This is an optimization exercise on Yosys and OpenROAD, whose aim is small area and a short achievable clock period, not a production implementation.
Only simulation tests tie the RTL to the original design; equivalence was not proved.
Power figures rest on the tool's default switching activity, not on a simulated workload.

==> flow/design.v, too long to show whole: its modules and the start of the top module <==
// module TempVerilogMultiplier: 2527 lines
module TempVerilogMultiplier(
    input clk,
    input reset,
    input en,
    input [31:0] in0,
    input [31:0] in1,
    input [31:0] in2,
    input signedOp,
    output [63:0] out0,
    output [63:0] out0Pre
    );
  // ...
==> flow/flow/run.sh <==
#!/bin/bash
# Own layout flow: the standard ORFS flow with two changes:
#  - synthesis runs Yosys's synth with -noabc (in addition to -nofsm -noshare), so the
#    carry-save adder cells written in the RTL reach extract_fa as written (no inverters
#    between full adders); the final ABC mapping of the remaining logic is unchanged.
#  - port buffers are plain sky130_fd_sc_hd__buf_1 cells instead of the default choice.
set -euo pipefail
HERE=$(pwd)
sed 's/yosys synth -nofsm -noshare/yosys synth -nofsm -noshare -noabc/' synth_recipe.tcl > my_synth.tcl
EXTRA=()
if [[ -f flow/extra_make_args ]]; then
  while IFS= read -r line; do [[ -n "$line" ]] && EXTRA+=("$line"); done < flow/extra_make_args
fi
bash standard.sh SYNTH_SCRIPT="$HERE/my_synth.tcl" \
  "BUFFER_PORTS_ARGS=-buffer_cell sky130_fd_sc_hd__buf_1" "${EXTRA[@]}" finish > standard_flow.log 2>&1
==> flow/standard.sh <==
#!/bin/bash
# synth_recipe.tcl (not shown) runs the flow's synth.tcl, then flattens the netlist and writes it again
# the make line also repeats each setting of config.mk as NAME=value (left out here)
make -C /OpenROAD-flow-scripts/flow DESIGN_CONFIG=/design/flow/config.mk WORK_HOME=/design/flow/orfs CLKGATE_MAP_FILE= SYNTH_SCRIPT=/design/flow/synth_recipe.tcl "${@:-finish}"
==> flow/config.mk <==
export PLATFORM = sky130hd
export DESIGN_NAME = TempVerilogMultiplier
export DESIGN_NICKNAME = TempVerilogMultiplier
export VERILOG_FILES = /design/flow/design.v
export SDC_FILE = /design/flow/constraint.sdc
export NUM_CORES = 4
export LEC_CHECK = 0
export CAP_MARGIN = 20
export CORE_MARGIN = 2
export CORE_UTILIZATION = 40
export SETUP_SLACK_MARGIN = 1.2
export SLEW_MARGIN = 20
==> flow/constraint.sdc <==
create_clock -name core_clock -period 5.6 [get_ports {clk}]
set_input_delay 1.1200 -clock core_clock [delete_from_list [all_inputs] [get_ports {clk}]]
set_output_delay 1.1200 -clock core_clock [all_outputs]
set_load 0.01 [all_outputs]
==> metrics.cfg, run 1 <==
[sta]
tns_ns = 0
finalHoldViolations = 0
worstMarginPinSlew_ns = 0.671
finalHoldWorstSlack_ns = 0.343
drv_slew = 0

[global_routing]
antenna_found_initial = 6
grt_pass1_wl_um = 155000
met2_usage_pct = 39.4
use_met3_pct = 10.2

[cells_and_area]
clkbuf_count = 49
postLayoutCoreUtil_pct = 47.4
final_cells = 3891
inverters_excl_clock = 98
final_cell_mix = 374 x xnor2_1, 341 x a22o_1, 251 x a221oi_1, 233 x fa_1, 211 x dfxtp_1
design_area_mm2 = 0.0340
antenna_cells = 6

[pwr]
vdd_drop_max_v = 0.000980
seqPwrFrac_pct = 17.4
p_int_mw = 14.0

[place]
dp.cells = 3746

[synthesis]
synth.ff_latch_count = 306
syn_nets = 3471
synthAdderAreaFrac_pct = 28.6
synth_top_area_share_pct = 21.0
synth_edf_count = 0
syn_inst = 2886

[clock_network]
cts.clk_slew.worst_paths_ns = 0.06
worstSkewPairLatency_ns = 0.57

[setup_path]
r2r_setup_slack_ns = 1.23
cp_slowest_cell = fa_1

[flow_run]
cap_violations = 0

[detailed_routing]
dr.pass1.iters = 8
route.met3.wl_um = 13900

[status]
outcome = timing/DRC/antenna clean

[min_path]
holdPathEnd = result[2]

==> run 2, diff against run 1 <==
--- a/flow/config.mk
+++ b/flow/config.mk
@@ -8,5 +8,7 @@
 export CAP_MARGIN = 20
 export CORE_MARGIN = 2
 export CORE_UTILIZATION = 40
+export CTS_CLUSTER_DIAMETER = 150
+export CTS_CLUSTER_SIZE = 30
 export SETUP_SLACK_MARGIN = 1.2
 export SLEW_MARGIN = 20
==> run 2 against run 1 <==
Maximum frequency fell by 1.4%. Count of clock-buffer cells in the layout shrank 33. Routed wire length shrank 0.55%. Critical endpoint is now out0Pre[52]. First-iteration DRC count is 1.8% higher. Sequential cell count did not move. Worst setup slack worse by 0.060 ns. Total power down 5.8%. Still clean. Clock skew decreased by 0.0060 ns. Largest cell class unchanged. Global-route usage is 0.11 points lower.
==> metrics.cfg, run 2 <==
[status]
outcome = timing/DRC/antenna clean  ; unchanged

[detailed_routing]
routedWlPerCell_um = 27.0  ; was 26.7 µm
via_per_inst = 6.40  ; was 6.32
ant_nets = 0  ; unchanged
drc = 0  ; unchanged
drt-initial-drc-count = 2876  ; was 2826
vias = 24563  ; about the same
wl_um = 103000  ; was 104000 µm
dr.pass1.iters = 8  ; unchanged

[place]
gp_congestion = 0.943  ; unchanged
hpwl_um = 74500  ; unchanged
io_buffer_count = 193  ; unchanged
post-place-ws_ns = 0.683  ; unchanged

[sta]
fin_ws_ns = 1.17  ; was 1.23 ns
drv_slew = 0  ; unchanged
finalHoldViolations = 0  ; unchanged
worstMarginPinSlew_ns = 0.668  ; was 0.671 ns
fin_crit_sh_pct = 79.2  ; was 78.1%
fmax_mhz = 226  ; was 229 MHz
fin_crit_ns = 4.43  ; was 4.37 ns
grt_setup_unrepaired = yes  ; unchanged
slew_headroom_pct = 55.4  ; was 55.3%
skew_ns = 0.0282  ; was 0.0342 ns
tns_ns = 0  ; unchanged
setup_violations = 0  ; unchanged

[cells_and_area]
area_growth_syn_to_layout_pct = 13.3  ; was 16.7%
largest_reg_flops = 64  ; unchanged
reg_top3 = result x64, x3r x33, xr x32  ; unchanged
final_cell_mix = 374 x xnor2_1, 341 x a22o_1, 250 x a221oi_1, 237 x fa_1, 203 x dfxtp_1  ; was 374 x xnor2_1, 341 x a22o_1, 251 x a221oi_1, 233 x fa_1, 211 x dfxtp_1
regMostFlops = result  ; unchanged
layout_commonest_cell = xnor2_1  ; unchanged
final_layout_size_suffix_gt1_share_pct = 20.2  ; was 21.4%
nets = 3465  ; was 3494

[synthesis]
ys_warn_count = 1  ; unchanged
synth_edf_count = 0  ; unchanged
async_flop_share_pct = 0  ; unchanged
synth.ff_latch_count = 306  ; unchanged
synth_ff_type = dfxtp_1  ; unchanged
ys_seq_area_share_pct = 21.0  ; unchanged
syn_avg_cell_area_um2 = 10.1  ; unchanged
synth_common_cells = 382 x xnor2_1, 357 x clkbuf_1, 343 x a221oi_1  ; unchanged
syn_nets = 3471  ; unchanged
synth_largest_area_cell = dfxtp_1  ; unchanged
yosysMostFrequentCell = xnor2_1  ; unchanged
synth_top_area_share_pct = 21.0  ; unchanged
synth_cell_types = 58  ; unchanged
synthTopCellsByArea = dfxtp_1 21%, fa_1 21%, xnor2_1 11%  ; unchanged
synth.cell_area_mm2 = 0.0291  ; unchanged
syn_inst = 2886  ; unchanged

[setup_path]
crit_buf_inv = 2  ; unchanged
cp_slowest_cell = or4b_4  ; was fa_1
cpLargestDelayFamily = compound AO/OA/AOI/OAI gates  ; was adder cells
start_kind = register  ; unchanged
crit_fanout = 4  ; was 10
crit_chain = a311oi_4, o31ai_4, a32oi_4, a211oi_4, o211ai_1, a21oi_2, buf_4, or4b_4, o311ai_4, buf_2  ; was buf_6, a22o_1, a221oi_2, xor2_1, fa_1, inv_2, fa_2, fa_1, fa_1, fa_1, ha_1, a21o_1
crit_arrival_ns = 3.31  ; was 4.81 ns
worstSetupPathType = register to output port  ; was register to register
critPathCaptureType = output port  ; was register
cp.required_ns = 4.48  ; was 6.03 ns
cpPeakStageDelay_ns = 0.49  ; was 0.56 ns

[die]
start_util_pct = 40.6  ; unchanged
die-area_mm2 = 0.0750  ; unchanged
die_w_um = 274  ; unchanged
core_mm2 = 0.0717  ; unchanged
ioPinCount = 228  ; unchanged
die_h_um = 274  ; unchanged
rows = 98  ; unchanged

[pwr]
cellLeakagePower_nw = 12.7  ; was 13.2 nW
power.density_mw_per_mm2 = 720  ; was 742 mW/mm²
vdd_drop_max_v = 0.00119  ; was 0.000980 V

[clock_network]
cts_buffer_depth = 3  ; unchanged
cts.clk_slew.worst_paths_ns = 0.11  ; was 0.06 ns
root_buffer = clkbuf_16  ; unchanged
worstSkewPairLatency_ns = 0.57  ; about the same
hold_buffers = 0  ; unchanged
cts_sinks = 306  ; unchanged
cts_max_level = 1  ; was 2
cts-buffers-inserted = 14  ; was 37
cts_tree = done  ; unchanged

[global_routing]
grt-ovfl-total = 0  ; unchanged
antenna_found_initial = 6  ; unchanged
grt_use_total_pct = 26.9  ; was 27.0%
grt_max_degree = 36  ; unchanged
grt_pass1_vias = 24413  ; was 24.5k
grt_pass1_wl_um = 155000  ; about the same

[flow_run]
cap_violations = 0  ; unchanged

[min_path]
hold_path.class = register to register  ; unchanged

-- run 2: cell counts after synthesis --
No cell type changed its count.
-- run 2: per-layer routing --
| layer | routed length (µm) | global-route usage, % | share of wire, % |
|---|---|---|---|
| met5 | 0 | 0 | 0 |
| met1 | 42500 | 36.9 | 41 |
| met3 | 13700 | 8.51 | 13 |
| met4 | 3640 | 9.33 | 3.5 |
| met2 | 43600 | 39.6 | 42 |
-- run 2: cell families (layout without fill, tap and decap cells) --
kind of cell / count (synthesis) / after routing / synth area share [%]
simple gates: 202 / 202 / 3.13
buf+inv: 544 / 540 / 7.84
mux: 4 / 4 / 0.146
other cells: 0 / 6 / 0
xor+xnor: 453 / 453 / 13.6
compound gates: 892 / 892 / 25.7
fa+ha+maj: 485 / 485 / 28.6
flops: 306 / 306 / 21.0
-- run 2: where the power goes --
part,leakage (nW),internal (mW),switching [mW]
sequential,2.59,3.51,0.852
clock,0.206,0.510,0.743
combinational,9.92,8.82,9.31
-- run 2: worst paths after layout --
| path | from | end | slack, ns | depth (start not counted) |
|---|---|---|---|---|
| worst max-delay path | rg9 | out0Pre[52] | 1.17 | 10 |
| worst min-delay path | plo6 | result[6] | 0.36 | 0 |
| worst max register to register | bm3_3 | rg31 | 1.22 | 12 |
| worst min register to register | plo6 | result[6] | 0.36 | 0 |
-- run 2: final cells by class --
| cell class | instances | area [µm²] |
|---|---|---|
| clock inverter | 2 | 25.0 |
| sequential | 306 | 6370 |
| timing repair buffer | 424 | 2720 |
| tap | 950 | 1190 |
| inverter | 98 | 368 |
| multi-input combinational | 2036 | 21900 |
| fill | 6715 | 38800 |
| antenna | 6 | 15.0 |
| clock buffer | 16 | 389 |
-- run 2: metrics by stage --
| stage | instances | power (mW) | instance area (µm²) | util, % | hold WS [ns] |
|---|---|---|---|---|---|
| 6_report | 3838 | 23.7 | 33000 | 46.0 | 0.358 |
| 5_1_grt | 3838 | 26.7 | 33000 | 46.0 | 0.366 |
| 4_1_cts | 3793 | 22.5 | 31900 | 44.4 | 0.360 |
| 3_5_place_dp | 3746 | 20.7 | 30500 | 42.5 | 0.340 |
| 3_3_place_gp | 3746 | 20.2 | 30500 | 42.5 | 0.340 |
| 2_1_floorplan | 2886 | 16.4 | 29200 | - | 0.332 |
-- run 2: what timing repair did --
action | CTS | global route
pin swaps | 46 | 89
resized for setup | 217 | 183
setup buffers | 28 | 38
gates cloned | 1 | 1
endpoints found under the setup margin | 64 | 47
==> run 3, diff against run 2 <==
--- a/flow/config.mk
+++ b/flow/config.mk
@@ -10,5 +10,5 @@
 export CORE_UTILIZATION = 40
 export CTS_CLUSTER_DIAMETER = 150
 export CTS_CLUSTER_SIZE = 30
-export SETUP_SLACK_MARGIN = 1.2
+export SETUP_SLACK_MARGIN = 0.8
 export SLEW_MARGIN = 20
==> run 3 against run 2 <==
Via count is 1.5% lower. Clock skew shrank 0.0015 ns. Sequential cell count stayed put. Design area is 5.6% lower. Final cell count decreased by 1.6%. Maximum frequency is 6.6% lower. Still clean. Sequential power down 1%. Non-clock buffer count is 53 lower. Utilization shrank 2.6 points. Area after synthesis unchanged. Sequential share of layout area up 0.58 points. Largest power group unchanged.
==> metrics.cfg, run 3 <==
[setup_path]
crit_arrival_ns = 5.22  ; was 3.31 ns
r2r_start = x3r[20]  ; was bm3_3
crit_path_start = x3r[20]  ; was rg9
cpPeakStageDelay_ns = 0.83  ; was 0.49 ns
critPathCapture = rg31  ; was out0Pre[52]
critPathCaptureType = register  ; was output port
r2r_cells = 11  ; was 12
crit_chain = a22o_1, a221oi_1, xnor2_1, fa_1, fa_1, fa_1, fa_1, fa_1, fa_1, ha_1, a21o_1  ; was a311oi_4, o31ai_4, a32oi_4, a211oi_4, o211ai_1, a21oi_2, buf_4, or4b_4, o311ai_4, buf_2
cp_slowest_cell = dfxtp_1  ; was or4b_4
worstSetupPathType = register to register  ; was register to output port
cp.required_ns = 6.07  ; was 4.48 ns
r2r_setup_slack_ns = 0.85  ; was 1.22 ns
critPathMostFrequentCell = fa_1
start_kind = register  ; unchanged
crit_fanout = 11  ; was 4
regToRegEndpoint = rg31  ; unchanged

[detailed_routing]
dr.pass1.iters = 7  ; was 8
vias = 24200  ; was 24.6k
via_per_inst = 6.41  ; was 6.40
drt-initial-drc-count = 2788  ; was 2876
routedWlPerCell_um = 27.3  ; was 27.0 µm
drc = 0  ; unchanged
ant_nets = 0  ; unchanged
wl_um = 103000  ; about the same

[die]
die_h_um = 274  ; unchanged
core_mm2 = 0.0717  ; unchanged
rows = 98  ; unchanged
die_w_um = 274  ; unchanged
ioPinCount = 228  ; unchanged
die-area_mm2 = 0.0750  ; unchanged
start_util_pct = 40.6  ; unchanged

[pwr]
seqPwrFrac_pct = 19.5  ; was 18.4%
p_comb_share_pct = 74.8  ; was 76.3%
vdd_drop_max_v = 0.000519  ; was 0.00119 V
power.density_mw_per_mm2 = 709  ; was 720 mW/mm²
cellLeakagePower_nw = 12.1  ; was 12.7 nW
p_int_mw = 11.7  ; was 12.8 mW
clock_power_share_pct = 5.6  ; was 5.3%
switchingPower_mw = 10.3  ; was 10.9 mW
swShare_pct = 46.9  ; was 45.9%

[cells_and_area]
regMostFlops = result  ; unchanged
final.fill_count = 6881  ; was 6715
final_cells = 3778  ; was 3838
nets = 3412  ; was 3465
seq_area_mm2 = 0.00620  ; was 0.00637 mm²
final_cell_mix = 378 x xnor2_1, 341 x a22o_1, 335 x a221oi_1, 297 x fa_1, 254 x dfxtp_1  ; was 374 x xnor2_1, 341 x a22o_1, 250 x a221oi_1, 237 x fa_1, 203 x dfxtp_1
area_growth_syn_to_layout_pct = 6.91  ; was 13.3%
reg_top3 = result x64, x3r x33, xr x32  ; unchanged
antenna_cells = 0  ; was 6
final_layout_size_suffix_gt1_share_pct = 10.0  ; was 20.2%
layout_commonest_cell = xnor2_1  ; unchanged
postLayoutCoreUtil_pct = 43.4  ; was 46.0%
multi_input_area_mm2 = 0.0208  ; was 0.0219 mm²
largest_reg_flops = 64  ; unchanged

[clock_network]
cts_buffer_depth = 3  ; unchanged
worstSkewPairLatency_ns = 0.56  ; was 0.57 ns
root_buffer = clkbuf_16  ; unchanged
cts-buffers-inserted = 14  ; unchanged
hold_buffers = 0  ; unchanged
cts_max_level = 1  ; unchanged
post-cts-setup-buffer-count = 0  ; was 28
cts_tree = done  ; unchanged
cts_sinks = 306  ; unchanged
cts.clk_slew.worst_paths_ns = 0.11  ; about the same

[sta]
fin_ws_ns = 0.852  ; was 1.17 ns
finalHoldViolations = 0  ; unchanged
worstMarginPinSlew_ns = 0.963  ; was 0.668 ns
fin_crit_ns = 4.75  ; was 4.43 ns
tns_ns = 0  ; unchanged
fin_crit_sh_pct = 84.8  ; was 79.2%
slew_headroom_pct = 35.7  ; was 55.4%
drv_slew = 0  ; unchanged
grt_setup_unrepaired = yes  ; unchanged
skew_ns = 0.0267  ; was 0.0282 ns
finalHoldWorstSlack_ns = 0.347  ; was 0.358 ns
fmax_mhz = 211  ; was 226 MHz
setup_violations = 0  ; unchanged

[synthesis]
synth_largest_area_cell = dfxtp_1  ; unchanged
async_flop_share_pct = 0  ; unchanged
syn_nets = 3471  ; unchanged
yosysMostFrequentCell = xnor2_1  ; unchanged
synth_cell_types = 58  ; unchanged
synth.ff_latch_count = 306  ; unchanged
ys_seq_area_share_pct = 21.0  ; unchanged
synth_ff_type = dfxtp_1  ; unchanged
synth_common_cells = 382 x xnor2_1, 357 x clkbuf_1, 343 x a221oi_1  ; unchanged
synthTopCellsByArea = dfxtp_1 21%, fa_1 21%, xnor2_1 11%  ; unchanged
syn_avg_cell_area_um2 = 10.1  ; unchanged
ys_warn_count = 1  ; unchanged
synth_top_area_share_pct = 21.0  ; unchanged
syn_inst = 2886  ; unchanged
synth_edf_count = 0  ; unchanged
synth.cell_area_mm2 = 0.0291  ; unchanged

[global_routing]
grt_pass1_wl_um = 154000  ; was 155000 µm
grt_pass1_vias = 24192  ; was 24.4k
grt_use_total_pct = 27.0  ; was 26.9%
grt_max_degree = 36  ; unchanged
antenna_found_initial = 0  ; was 6
grt-ovfl-total = 0  ; unchanged

[min_path]
hold_path.class = register to register  ; unchanged

[place]
post-place-ws_ns = 0.726  ; was 0.683 ns
io_buffer_count = 193  ; unchanged
hpwl_um = 76700  ; was 74500 µm
dp.cells = 3761  ; was 3746
gp_congestion = 0.964  ; was 0.943

[status]
outcome = timing/DRC/antenna clean  ; unchanged

[flow_run]
cap_violations = 0  ; unchanged

run 3: cell counts after synthesis:
No cell type changed its count.
run 3: kinds of logic after synthesis:
group / after synthesis / share of synthesized area, %
AND/OR/NAND/NOR: 202 / 3.13
adder cells (fa/ha/maj): 485 / 28.6
AO/OA/AOI/OAI: 892 / 25.7
multiplexers: 4 / 0.146
buffers and inverters: 544 / 7.84
flip-flops: 306 / 21.0
XOR/XNOR: 453 / 13.6
run 3: critical path: cells and delay by family, from the launching register on:
kind            cells  cell delay, ns
fa+ha+maj           7            3.17
compound gates      3            0.45
flops               1            0.83
xor+xnor            1            0.20
run 3: final cells by class:
class / count / share of cell area [%]
timing repair buffer: 371 / 6.81
sequential: 306 / 19.9
tap: 950 / 3.82
clock buffer: 15 / 1.21
clock inverter: 2 / 0.105
multi-input combinational: 2036 / 67.0
inverter: 98 / 1.18
run 3: power groups by stage:
stage,Combinational [mW],Sequential (mW),Clock (mW)
floorplan,12.4,3.97,0
global placement,16.1,4.28,0
detailed placement,16.5,4.31,0
CTS,16.7,4.25,1.30
global route,19.3,4.36,1.36
finish,16.5,4.31,1.25
run 3: routing by layer:
layer / track usage, % / wire (µm) / up-vias / part of all wire [%]
li1: - / - / 10314 / -
met1: 37.5 / 43000 / 12017 / 42
met2: 39.2 / 43200 / 1616 / 42
met3: 8.88 / 13900 / 251 / 13
met4: 8.50 / 3160 / 2 / 3.1
met5: 1.48 / 51 / - / 0.049
run 3: through the flow:
step | cell area (µm²) | power (mW)
2_1_floorplan | 29100 | 16.4
3_3_place_gp | 30500 | 20.4
3_5_place_dp | 30500 | 20.8
4_1_cts | 31000 | 22.3
5_1_grt | 31100 | 25.0
6_report | 31100 | 22.1
run 3: repair_timing:
action | CTS | global route
pin swaps | 0 | 2
gates cloned | 0 | 0
resized for setup | 9 | 54
endpoints found under the setup margin | 5 | 16
run 3: worst min-delay path by stage:
| stage | startpoint | endpoint | slack, ns | cells after the start |
|---|---|---|---|---|
| after global routing | plo0 | result[0] | 0.35 | 0 |
| after floorplan | plo0 | result[0] | 0.33 | 0 |
| after detailed placement | plo4 | result[4] | 0.34 | 0 |
| final | plo0 | result[0] | 0.35 | 0 |
| after CTS | plo0 | result[0] | 0.34 | 0 |
| after global placement | plo6 | result[6] | 0.34 | 0 |
==> run 4, diff against run 3 <==
--- a/flow/config.mk
+++ b/flow/config.mk
@@ -10,5 +10,5 @@
 export CORE_UTILIZATION = 40
 export CTS_CLUSTER_DIAMETER = 150
 export CTS_CLUSTER_SIZE = 30
-export SETUP_SLACK_MARGIN = 0.8
+export SETUP_SLACK_MARGIN = 1.0
 export SLEW_MARGIN = 20
==> run 4 against run 3 <==
Still clean. Via count is 0.13% lower. Non-clock buffer count up 10. Routed wire length rose by 0.55%. Utilization is 0.60 points higher. Total power increased by 0.81%. Largest power group unchanged. Highest routed layer is now met4.
==> metrics.cfg, run 4 <==
[synthesis]
synth.cell_area_mm2 = 0.0291  ; unchanged
ys_seq_area_share_pct = 21.0  ; unchanged
synth_top_area_share_pct = 21.0  ; unchanged
syn_nets = 3471  ; unchanged
synth_edf_count = 0  ; unchanged
synth.ff_latch_count = 306  ; unchanged
ys_warn_count = 1  ; unchanged
syn_avg_cell_area_um2 = 10.1  ; unchanged
synthTopCellsByArea = dfxtp_1 21%, fa_1 21%, xnor2_1 11%  ; unchanged
synth_cell_types = 58  ; unchanged
synth_largest_area_cell = dfxtp_1  ; unchanged
synth_ff_type = dfxtp_1  ; unchanged
yosysMostFrequentCell = xnor2_1  ; unchanged
syn_inst = 2886  ; unchanged
synth_common_cells = 382 x xnor2_1, 357 x clkbuf_1, 343 x a221oi_1  ; unchanged
async_flop_share_pct = 0  ; unchanged

[detailed_routing]
wl_um = 104000  ; was 103000 µm
vias = 24168  ; about the same
via_per_inst = 6.38  ; was 6.41
drc = 0  ; unchanged
routedWlPerCell_um = 27.4  ; was 27.3 µm
dr.pass1.iters = 6  ; was 7
ant_nets = 0  ; unchanged
drt-initial-drc-count = 2968  ; was 2788

[min_path]
hold_path.class = register to register  ; unchanged

[die]
die-area_mm2 = 0.0750  ; unchanged
ioPinCount = 228  ; unchanged
core_mm2 = 0.0717  ; unchanged
start_util_pct = 40.6  ; unchanged
rows = 98  ; unchanged
die_w_um = 274  ; unchanged
die_h_um = 274  ; unchanged

[cells_and_area]
largest_reg_flops = 64  ; unchanged
final_cells = 3788  ; was 3778
nets = 3422  ; was 3412
reg_top3 = result x64, x3r x33, xr x32  ; unchanged
final_cell_mix = 377 x xnor2_1, 341 x a22o_1, 317 x a221oi_1, 273 x fa_1, 233 x dfxtp_1  ; was 378 x xnor2_1, 341 x a22o_1, 335 x a221oi_1, 297 x fa_1, 254 x dfxtp_1
final_layout_size_suffix_gt1_share_pct = 12.8  ; was 10.0%
antenna_cells = 0  ; unchanged
regMostFlops = result  ; unchanged
area_growth_syn_to_layout_pct = 8.38  ; was 6.91%
design_area_mm2 = 0.0316  ; was 0.0311 mm²
layout_commonest_cell = xnor2_1  ; unchanged

[clock_network]
cts_buffer_depth = 3  ; unchanged
cts_max_level = 1  ; unchanged
root_buffer = clkbuf_16  ; unchanged
cts_sinks = 306  ; unchanged
cts-buffers-inserted = 14  ; unchanged
cts_tree = done  ; unchanged
cts.clk_slew.worst_paths_ns = 0.11  ; about the same
worstSkewPairLatency_ns = 0.56  ; about the same

[place]
dp.cells = 3761  ; unchanged
hpwl_um = 76700  ; unchanged
place_area_mm2 = 0.0305  ; unchanged
gp_congestion = 0.964  ; unchanged
io_buffer_count = 193  ; unchanged

[sta]
finalHoldWorstSlack_ns = 0.346  ; was 0.347 ns
worstMarginPinSlew_ns = 0.951  ; was 0.963 ns
finalHoldViolations = 0  ; unchanged
grt_setup_unrepaired = yes  ; unchanged
setup_violations = 0  ; unchanged
fmax_mhz = 219  ; was 211 MHz
slew_headroom_pct = 36.5  ; was 35.7%
fin_crit_ns = 4.58  ; was 4.75 ns
fin_crit_sh_pct = 81.7  ; was 84.8%
drv_slew = 0  ; unchanged
skew_ns = 0.0216  ; was 0.0267 ns
tns_ns = 0  ; unchanged

[status]
outcome = timing/DRC/antenna clean  ; unchanged

[setup_path]
r2r_setup_slack_ns = 1.02  ; was 0.85 ns
critPathCaptureType = register  ; unchanged
crit_arrival_ns = 5.05  ; was 5.22 ns
worstSetupPathType = register to register  ; unchanged
cp.required_ns = 6.07  ; about the same
crit_fanout = 21  ; was 11
start_kind = register  ; unchanged

[pwr]
power_mw = 22.2  ; was 22.1 mW
vdd_drop_max_v = 0.000521  ; was 0.000519 V
power.density_mw_per_mm2 = 705  ; was 709 mW/mm²
cellLeakagePower_nw = 12.3  ; was 12.1 nW

[global_routing]
grt_pass1_vias = 24239  ; about the same
grt_max_degree = 36  ; unchanged
grt_use_total_pct = 27.1  ; was 27.0%
antenna_found_initial = 0  ; unchanged
grt_pass1_wl_um = 155000  ; was 154000 µm
grt-ovfl-total = 0  ; unchanged

[flow_run]
cap_violations = 0  ; unchanged

-- run 4: logic make-up after synthesis --
group / share of synthesized area, %
adder cells (fa/ha/maj): 28.6
flip-flops: 21.0
buffers and inverters: 7.84
XOR/XNOR: 13.6
multiplexers: 0.146
AO/OA/AOI/OAI: 25.7
AND/OR/NAND/NOR: 3.13
-- run 4: cell type report --
| cell class | count | area (µm²) |
|---|---|---|
| Fill cell | 6847 | 40200 |
| Tap cell | 950 | 1190 |
| Inverter | 98 | 368 |
| Multi-Input combinational cell | 2036 | 21100 |
| Timing Repair Buffer | 381 | 2230 |
| Clock inverter | 2 | 32.5 |
| Sequential cell | 306 | 6260 |
| Clock buffer | 15 | 375 |
-- run 4: metrics by stage --
step                      setup slack (ns)  util, %
after floorplan                       1.04        -
after global placement               0.747     42.6
after detailed placement             0.726     42.6
after CTS                            0.957     43.5
after global routing                 0.946     44.0
final                                 1.02     44.0
-- run 4: worst paths after layout --
| path | start | endpoint | cells past startpoint |
|---|---|---|---|
| setup reg to reg | xr[12] | rg31 | 12 |
| setup / recovery | xr[12] | rg31 | 12 |
| hold / removal | plo0 | result[0] | 0 |
| hold reg to reg | plo0 | result[0] | 0 |
-- run 4: report_power, final --
part           total, mW  internal [mW]  switching [mW]
Clock               1.24          0.495           0.748
Combinational       16.7           7.86            8.82
Sequential          4.32           3.49           0.832
-- run 4: critical path, cell delays in order (launching register included) --
cell	delay [ns]
dfxtp_1	0.32
buf_4	0.23
a22o_1	0.24
a221oi_1	0.35
xnor2_1	0.19
fa_1	0.45
fa_1	0.41
fa_2	0.39
fa_1	0.54
fa_1	0.42
fa_1	0.47
ha_1	0.30
a21o_1	0.15
-- run 4: timing repair --
action / CTS / global route
resized for setup: 72 / 85
gates cloned: 0 / 1
pin swaps: 6 / 15
endpoints found under the setup margin: 31 / 24
hold buffers: 0 / 0
setup buffers: 7 / 2
-- run 4: per-layer routing --
layer / track usage, % / routed length, µm
met5: 0 / 0
met4: 8.27 / 3140
met3: 8.76 / 13500
met2: 39.6 / 43800
met1: 37.7 / 43500

## what the ideal ports hide
How much do the figures lean on ideal ports? The routed layouts below were timed once more, with nothing changed but the port constraints.
Step 1: set_driving_cell puts a clkbuf_16 on clk and a buf_2 on each other input, an assumption about the parent block.
Step 2 adds t to the input delays and takes it off the output delays; t is the mean of the earliest and latest rising clock arrival at the registers after step 1. Input paths then give back, and output paths get back, about the clock's delay inside the block.
Three values: ideal, step 1, step 2; two values: the first two.
run	t, ns	setup WS [ns]	latest minus earliest clock arrival (ns)	worst data-port slew with drivers (ns)	cell pins on the clock port's net
run 1	0.619	1.226 / 1.159 / 1.061	0.034 / 0.034	0.09	1
run 2	0.610	1.166 / 1.108 / 1.090	0.032 / 0.032	0.08	1
run 3	0.621	0.852 / 0.852 / 0.852	0.031 / 0.031	0.07	1
run 4	0.613	1.025 / 1.025 / 1.025	0.025 / 0.025	0.07	1
After both steps every run listed still meets setup and hold. The setup slack of run 1, which loses most, moves by -0.067 ns with the drivers and by -0.165 ns with both steps.
